This design comes from an exercise in tuning for small area, a short achievable clock period and few clock cycles on the open sky130 flow, not from production work.
Only simulation tests tie the RTL to the original design; equivalence was not proved.
The clock port is modelled as an ideal driver, which makes a skipped or thinned clock tree look cheaper than it is; a real chip needs a root buffer or a tree.
No activity file was given, so power comes from the tool's default toggle rates.

## run 1
## qr_decode
module qr_decode(
    input clk,
    input srstn,
    input qr_decode_start,
    input sram_rdata,
    output [11:0] sram_raddr,
    output reg decode_valid,
    output reg [7:0] decode_jis8_code,
    output reg qr_decode_finish
  );
For scale: ~200 cells after synthesis, roughly 34 flip-flops, ~26 I/O pins, about 1600 um2 of cells after synthesis.
clock: 9.0 ns
lec_check: 0
cap_margin: 20
core_margin: 2
core_utilization: 45
slew_margin: 20
standard.sh (not shown) runs the stock make flow with config.mk's settings and CLKGATE_MAP_FILE= SYNTH_SCRIPT=/design/flow/synth_recipe.tcl, a recipe that flattens the netlist after the stock synthesis.
==> flow/flow/run.sh <==
#!/bin/bash
# ORFS layout of the design with these changes to how it is made (the
# constraints are unchanged):
#  - synthesis maps the logic with an area-oriented ABC script (deepsyn,
#    then amap) and without half/full-adder extraction; the registers are
#    mapped exactly as in the standard synthesis;
#  - ports are buffered with buf_2 instead of the slow delay buffer;
#  - the clock tree is two clkbuf_8 in parallel, one per half of the registers
#    (flow/two_buf_cts.tcl) in place of the two-level tree;
#  - registers that drive output ports hand their other loads to a buffer
#    (flow/iso_outputs.tcl, run after the clock buffers);
#  - timing repair aims for more setup slack than the clock period needs.
set -euo pipefail
rm -rf myscripts
cp -r "$FLOW_HOME/scripts" myscripts
printf 'strash\n&get -n\n&deepsyn -T 30\n&put\ndch -f\namap\ntopo\n' > myscripts/abc_speed.script
python3 - "$PWD/flow/two_buf_cts.tcl" <<'PY'
import sys
p = 'myscripts/cts.tcl'
s = open(p).read()
old = 'log_cmd clock_tree_synthesis {*}$cts_args'
assert old in s
s = s.replace(old, 'source ' + sys.argv[1])
open(p, 'w').write(s)
PY
export SCRIPTS_DIR="$PWD/myscripts"
export ADDER_MAP_FILE=
export BUFFER_PORTS_ARGS="-buffer_cell sky130_fd_sc_hd__buf_2"
export SETUP_SLACK_MARGIN=6.5
export SETUP_SLACK_MARGIN=6.4
bash standard.sh > standard.log 2>&1
==> flow/flow/iso_outputs.tcl <==
# Output ports: the register behind each output port buffer also drives
# logic; move that logic onto a buffer so the register drives the port
# buffer alone.
foreach bufinst [get_cells output*] {
  set inpin [get_pins -of_objects $bufinst -filter "direction == input"]
  set qnet [get_nets -of_objects $inpin]
  set loads {}
  foreach p [get_pins -of_objects $qnet -filter "direction == input"] {
    if {[get_property [get_cells -of_objects $p] full_name] ne [get_property $bufinst full_name]} { lappend loads $p }
  }
  if {[llength $loads] >= 3} {
    puts "iso: [get_property $qnet full_name] [llength $loads] loads"
    insert_buffer -buffer_cell sky130_fd_sc_hd__buf_1 -net [get_property $qnet full_name] -load_pins $loads
  }
}
==> flow/flow/two_buf_cts.tcl <==
# Clock tree of two buffers in parallel: the registers are split into a left
# and a right half, and a clkbuf_8 at each half's centroid drives its clock pins.
set block [ord::get_db_block]
set dbu [$block getDbUnitsPerMicron]
set pins {}
foreach pin [get_pins -of_objects [get_nets clk]] {
  if {[get_property $pin direction] ne "input"} { continue }
  set it [sta::sta_to_db_pin $pin]
  set bb [[$it getInst] getBBox]
  lappend pins [list [expr {([$bb xMin] + [$bb xMax]) / 2.0 / $dbu}] [expr {([$bb yMin] + [$bb yMax]) / 2.0 / $dbu}] $pin]
}
set pins [lsort -real -index 0 $pins]
set half [expr {[llength $pins] / 2}]
foreach {name group} [list left [lrange $pins 0 [expr {$half - 1}]] right [lrange $pins $half end]] {
  set sx 0.0; set sy 0.0; set loads {}
  foreach p $group { set sx [expr {$sx + [lindex $p 0]}]; set sy [expr {$sy + [lindex $p 1]}]; lappend loads [lindex $p 2] }
  set n [llength $group]
  puts "two_buf_cts: $name $n clock pins, buffer at [expr {$sx / $n}] [expr {$sy / $n}]"
  log_cmd insert_buffer -buffer_cell sky130_fd_sc_hd__clkbuf_8 -net clk -load_pins $loads \
    -location [list [expr {$sx / $n}] [expr {$sy / $n}]] -buffer_name clkbuf_$name -net_name clknet_$name
}
source [file join [file dirname [info script]] iso_outputs.tcl]
Run 1 completed end to end with timing, DRC and antenna clean.
Testbench counts of run 1, summed over its fixed seeds: cycles 15,800.
Setup changes, run 1 to run 2
-- flow/flow/run.sh --
<<< run 1, line 10
#  - registers that drive output ports hand their other loads to a buffer
#    (flow/iso_outputs.tcl, run after the clock buffers);
>>> run 2, line 10
<<< run 1, line 29
export SETUP_SLACK_MARGIN=6.5
export SETUP_SLACK_MARGIN=6.4
>>> run 2, line 27
export SETUP_SLACK_MARGIN=6.35
-- flow/flow/two_buf_cts.tcl --
<<< run 1, line 22
source [file join [file dirname [info script]] iso_outputs.tcl]
>>> run 2, line 22
removed: flow/flow/iso_outputs.tcl
When run 2 is measured against run 1, its met1 wire length turns out 4.8% lower. Reported for run 2 and run 1, critical path depth turned out identical to the last digit. Setup slack was lower in the run labelled run 2. Re total global-route track usage: run 2 is 0.76 points down on run 1. The hold slack of run 1 and that of run 2 are within noise of each other. The part of the total power dissipated in combinational logic reported for run 2 is smaller than that of run 1 by 4.7 points.
Inputs modified between run 2 and run 3:
-- flow/flow/run.sh --
<<< run 2, line 10
>>> run 3, line 10
#  - registers that drive output ports hand their other loads to a buffer
#    (flow/iso_outputs.tcl, run after the clock buffers);
<<< run 2, line 27
export SETUP_SLACK_MARGIN=6.35
>>> run 3, line 29
export SETUP_SLACK_MARGIN=6.5

==> flow/flow/iso_outputs.tcl (new file) <==
# Output ports: the register behind each output port buffer also drives
# logic; move that logic onto a buffer so the register drives the port
# buffer alone.
foreach bufinst [get_cells output*] {
  set inpin [get_pins -of_objects $bufinst -filter "direction == input"]
  set qnet [get_nets -of_objects $inpin]
  set loads {}
  foreach p [get_pins -of_objects $qnet -filter "direction == input"] {
    if {[get_property [get_cells -of_objects $p] full_name] ne [get_property $bufinst full_name]} { lappend loads $p }
  }
  if {[llength $loads] >= 3} {
    puts "iso: [get_property $qnet full_name] [llength $loads] loads"
    insert_buffer -buffer_cell sky130_fd_sc_hd__buf_1 -net [get_property $qnet full_name] -load_pins $loads
  }
}
-- flow/flow/two_buf_cts.tcl --
<<< run 2, line 22
>>> run 3, line 22
source [file join [file dirname [info script]] iso_outputs.tcl]
Findings:
- On final cell utilization of the core: between run 2 and run 3, it ends up higher for run 3.
- When run 3 is measured against run 2, its via count of the first global-routing pass turns out about 9% higher.
- Run 3 vs run 2: final setup slack of the worst path up
- Re number of enable-type register cells in the synthesized netlist: no difference whatsoever between run 2 and run 3.
- Looking only at final design area excluding fillers, and setting everything else aside, the lower value of run 2 and run 3 goes to run 2.
- Changes observed in run 3 relative to run 2: first-pass GRT wire length grew by 510 um; met2 wire length climbed about 3.6%.
- Post-layout minimum cycle time was higher in the run labelled run 2.
- Run 3 vs. run 2: global-route usage went up by 1.3 points.
- [run 3] part of the total power dissipated in combinational logic rose 5.1 points relative to run 2
diff inputs: run 3 => run 4
-- flow/flow/run.sh --
<<< run 3, line 10
#  - registers that drive output ports hand their other loads to a buffer
#    (flow/iso_outputs.tcl, run after the clock buffers);
>>> run 4, line 10
<<< run 3, line 29
export SETUP_SLACK_MARGIN=6.5

>>> run 4, line 27
export SETUP_SLACK_MARGIN=6.35
export RECOVER_POWER=100
-- flow/flow/two_buf_cts.tcl --
<<< run 3, line 22
source [file join [file dirname [info script]] iso_outputs.tcl]
>>> run 4, line 22
removed: flow/flow/iso_outputs.tcl
Results
- Run 3 leaves more setup margin than run 4.
- Global-route wire length before repair, run 4 vs run 3: down by a little under 10%
- The sequential group power number comes out lower for run 3 vs run 4.
- Run 4 vs run 3 — total detailed-routing wirelength dropped about 3.2%.
- Against run 3 as the reference, run 4 delivers a lower timing-limited maximum frequency.
- Of the two values seen for start-to-end type of the worst setup path, flip-flop to primary output was produced by run 3 and primary input to flip-flop by run 4.
Here is what was changed in the inputs of run 5 compared with run 4.
-- flow/flow/run.sh --
<<< run 4, line 14
printf 'strash\n&get -n\n&deepsyn -T 30\n&put\ndch -f\namap\ntopo\n' > myscripts/abc_speed.script
>>> run 5, line 14
printf 'strash\n&get -n\n&deepsyn -T 30\n&put\namap\ntopo\n' > myscripts/abc_speed.script
<<< run 4, line 28
export RECOVER_POWER=100
>>> run 5, line 28
export SETUP_SLACK_MARGIN=6.4
## What came out
The flow did not stop early for run 5: all stages ran, and the layout cleared the timing, DRC and antenna checks.
On layout overhead on the synthesized area: run 5 sits above run 4.
Final wirelength: run 5 vs run 4 up about 5%
Termination of the worst setup path = sram_raddr[9]: run 5; termination of the worst setup path = qr_decode_finish$_SDFF_PN0_: run 4
Run 5 ends up with a required time of the worst setup path that is 1.91 ns lower than in run 4.
Run 5 — maximum clock rate 38 MHz higher, run 4 as reference
Compared with run 4, run 5 shows a clock period minus worst slack that is 0.28 ns lower.
Of run 4 and run 5, run 4 shows the lower stage delay of the slowest cell on the critical path, with run 5 above it.
Area after synthesis, run 5 vs run 4: down slightly
In run 5 relative to run 4, number of cells in the design after placement had gone down slightly.
Of run 4 and run 5, the run reporting the lower peak fanout along the critical path was run 5.
On clock share of power: between run 4 and run 5, it ends up lower for run 5.
In every run of this note, the design's own scripts or RTL, not TritonCTS, make the clock network.

-- port drivers added, routing unchanged --
How much do the figures lean on ideal ports? The routed layouts below were timed once more, with nothing changed but the port constraints. Step 1 sets driving cells, clkbuf_16 on the clock port and buf_2 on the other inputs (assumed; they add their load-dependent delay and slew). Step 2 also shifts input and output timing later by t, the mid clock arrival at the registers, as if the neighbouring blocks saw the same clock. a / b / c = ideal ports / drivers / drivers and shift; a / b = the first two.
| run | t, ns | slack for setup (ns) | slew at the worst register clock pin (ns) | cell pins on the clock port's net |
|---|---|---|---|---|
| run 1 | 0.188 | 6.502 / 6.469 / 6.381 | 0.10 / 0.10 | 2 |
| run 2 | 0.188 | 6.418 / 6.385 / 6.288 | 0.10 / 0.10 | 2 |
| run 3 | 0.195 | 6.527 / 6.489 / 6.493 | 0.10 / 0.10 | 2 |
| run 4 | 0.188 | 6.162 / 6.171 / 5.984 | 0.10 / 0.10 | 2 |
| run 5 | 0.193 | 6.438 / 6.402 / 6.420 | 0.11 / 0.11 | 2 |
After both steps every run listed still meets setup and hold. The setup slack of run 4, which loses most, moves by +0.009 ns with the drivers and by -0.178 ns with both steps.
